This is an optimization exercise on Yosys and OpenROAD, whose aim is small area, a short achievable clock period and few clock cycles per item, not a production implementation. The RTL was checked by simulation tests, not by an equivalence proof against the original design. Power and IR drop assume default switching activity.

// seq_multiplier
module seq_multiplier #(
    parameter N = 32
)(
    input  wire clk,
    input  wire rst,
    input  wire start,
    input  wire [N-1:0] multiplicand,
    input  wire [N-1:0] multiplier,
    output wire [2*N-1:0] product,
    output wire busy,
    output wire done
);
export LEC_CHECK = 0
export CAP_MARGIN = 20
export CORE_MARGIN = 2
export CORE_UTILIZATION = 40
export SETUP_SLACK_MARGIN = 2.6
export SLEW_MARGIN = 20
export TNS_END_PERCENT = 10
create_clock -name core_clock -period 4.5 [get_ports {clk}]
standard.sh (not shown) runs the stock make flow with config.mk's settings and CLKGATE_MAP_FILE= SYNTH_SCRIPT=/design/flow/synth_recipe.tcl, a recipe that flattens the netlist after the stock synthesis.
==> flow/flow/run.sh <==
#!/bin/bash
# Layout flow: the standard ORFS flow (standard.sh, unchanged synthesis), with
#  - port buffers made of sky130_fd_sc_hd__buf_2 instead of the default delay-cell buffers;
#  - clock tree synthesis without dummy load cells, with larger sink clusters.
# make's full output goes to make_finish.log in the work folder; ORFS keeps each step's log
# under orfs/logs/.
set -euo pipefail
CTS="-sink_clustering_enable -repair_clock_nets -dont_use_dummy_load -sink_clustering_size 30 -buf_list sky130_fd_sc_hd__clkbuf_16"
bash standard.sh "BUFFER_PORTS_ARGS=-buffer_cell sky130_fd_sc_hd__buf_2" "CTS_ARGS=$CTS" finish > make_finish.log 2>&1
test -f out/final.def
Testbench counts at the start, summed over its fixed seeds: cycles 19,200, items 1,600.
==> next run, changes <==
SETUP_SLACK_MARGIN = default   (was 2.6)
TNS_END_PERCENT = default   (was 10)
The changed run produced a clean layout.
Cell area fell by 5.3%.
Worst hold slack is better by 0.0068 ns.
Total power fell by 4.2%.
Clock skew is lower by 0.0032 ns.
Cell count decreases by 1.8%.
Worst setup slack gets worse by 0.53 ns.
Synthesized area stays the same.
Synthesized cell count does not change.
Critical path depth grows by 1.
Clock power barely changes.
Global-route usage increases by 0.12 points.
==> next run, changes <==
==> flow/flow/run.sh (replaced) <==
#!/bin/bash
# Layout flow: the standard ORFS flow (standard.sh, unchanged synthesis), with
#  - port buffers made of sky130_fd_sc_hd__buf_2 instead of the default delay-cell buffers;
#  - clock tree synthesis without dummy load cells, with a clkbuf_16 root and clkbuf_8 leaves;
#  - power recovery (downsizing of cells off the critical paths) after global routing.
# make's full output goes to make_finish.log in the work folder; ORFS keeps each step's log
# under orfs/logs/.
set -euo pipefail
CTS="-sink_clustering_enable -repair_clock_nets -dont_use_dummy_load -root_buf sky130_fd_sc_hd__clkbuf_16 -buf_list sky130_fd_sc_hd__clkbuf_8"
bash standard.sh "BUFFER_PORTS_ARGS=-buffer_cell sky130_fd_sc_hd__buf_2" "CTS_ARGS=$CTS" RECOVER_POWER=100 finish > make_finish.log 2>&1
test -f out/final.def
SETUP_SLACK_MARGIN = 2.6   (was default)
TNS_END_PERCENT = 10   (was default)
After rerunning: The changed run produced a layout that fails on capacitance limit, slew limit. Via count climbs by 2.0%. First-iteration DRC count decreases by 8.3%. Synthesized cell count is unchanged. Non-clock buffer count came out higher by 25. Worst hold slack is worse by 0.0041 ns. Clock skew climbs by 0.015 ns. Final area increases by 3.1%.


Setup of try-cedar:
seq_multiplier, a different RTL version from the one above (not shown whole).
Size: about 840 cells after synthesis, ~170 flip-flops, about 130 I/O pins, roughly 9100 µm² of cells after synthesis.
// seq_multiplier
module seq_multiplier #(
    parameter N = 32
)(
    input  wire clk,
    input  wire rst,
    input  wire start,
    input  wire [N-1:0] multiplicand,
    input  wire [N-1:0] multiplier,
    output wire [2*N-1:0] product,
    output wire busy,
    output wire done
);
Settings: LEC_CHECK=0, CAP_MARGIN=20, CORE_MARGIN=2, CORE_UTILIZATION=50, PLACE_DENSITY=0.75, SETUP_SLACK_MARGIN=2.7, SLEW_MARGIN=20, TNS_END_PERCENT=5; clock period 4.5 ns.
==> flow/flow/run.sh <==
#!/bin/bash
# Layout flow: the standard ORFS flow (standard.sh, unchanged synthesis), with
#  - port buffers made of sky130_fd_sc_hd__buf_2 instead of the default delay-cell buffers;
#  - clock tree synthesis without dummy load cells, with a clkbuf_16 root and clkbuf_8 leaves.
# make's full output goes to make_finish.log in the work folder; ORFS keeps each step's log
# under orfs/logs/.
set -euo pipefail
CTS="-sink_clustering_enable -repair_clock_nets -dont_use_dummy_load -root_buf sky130_fd_sc_hd__clkbuf_16 -buf_list sky130_fd_sc_hd__clkbuf_8"
bash standard.sh "BUFFER_PORTS_ARGS=-buffer_cell sky130_fd_sc_hd__buf_2" "CTS_ARGS=$CTS" finish > make_finish.log 2>&1
test -f out/final.def
try-cedar: all stages complete, timing, DRC and antenna checks passed
Testbench counts of try-cedar, summed over its fixed seeds: cycles 19,200, items 1,600.
Inputs modified between try-cedar and try-violet:
- swapping 50 for 40 in CORE_UTILIZATION
- clearing PLACE_DENSITY, which used to be 0.75
==> run notes <==
Looking at the reports, try-violet completed the entire flow and the layout it produced met the timing, design-rule and antenna checks.
Between try-cedar and try-violet, the flow reports static leakage increasing slightly.
In try-violet relative to try-cedar, total power had gone up slightly.
try-violet has total setup buffers inserted after CTS below what try-cedar had.
| filler cell count in the final layout | higher: try-violet |
The ratio of final minimum period to clock period was comparable across try-cedar and try-violet.
[compare] base=try-cedar new=try-violet: mean number of vias per cell decreased by 0.36 relative to the old numbers, overall via count from detail_route decreased by 1.7% relative to the old numbers, total length of routed wires increased by about 4.4% relative to the old numbers, wire length of the first global-routing pass increased by about 2.6% relative to the old numbers.
Summary — buffering overhead, try-violet relative to try-cedar: higher, by 0.54 points.
Worst path buffer plus inverter count: try-cedar vs try-violet — no meaningful difference
> inputs changed (try-violet -> try-pepper)
- CORE_UTILIZATION changed from 40 to 50
### Flow results
- Summary of try-pepper over try-violet: worst hold slack was more or less identical, routed wire length on met3 went up by 14%, global-route wire length before repair went up by about 3.7%, share of the synthesized area in compound gates (AO/OA/AOI/OAI) was more or less identical, final wirelength went up by 1.3%.
- The power share of the sequential group was comparable across try-pepper and try-violet.

## static timing again, ports no longer ideal
The results above use ideal ports. As a check the final layouts listed here were re-extracted and re-timed, cells and wires unchanged. Step 1: set_driving_cell puts a clkbuf_16 on clk and a buf_2 on each other input, an assumption about the parent block. Step 2 times the ports against the registers' clock, not the clock port: input delays grow and output delays shrink by t, the midpoint of the rising clock arrivals with the driver on. a / b / c = no drivers / after step 1 / after step 2; a / b = the first two.
run	t, ns	setup WS [ns]	worst register clock-pin slew, ns	worst data-port slew with drivers (ns)
the first run of note 1	0.458	2.411 / 2.434 / 1.976	0.08 / 0.08	0.07
the second run of note 1	0.468	1.885 / 1.885 / 1.885	0.08 / 0.08	0.07
the third run of note 1	0.416	1.358 / 1.358 / 1.358	0.11 / 0.11	0.08
try-cedar	0.423	2.386 / 2.374 / 1.951	0.10 / 0.10	0.09
try-violet	0.420	2.391 / 2.402 / 1.981	0.12 / 0.12	0.07
try-pepper	0.421	2.384 / 2.393 / 1.972	0.10 / 0.10	0.07
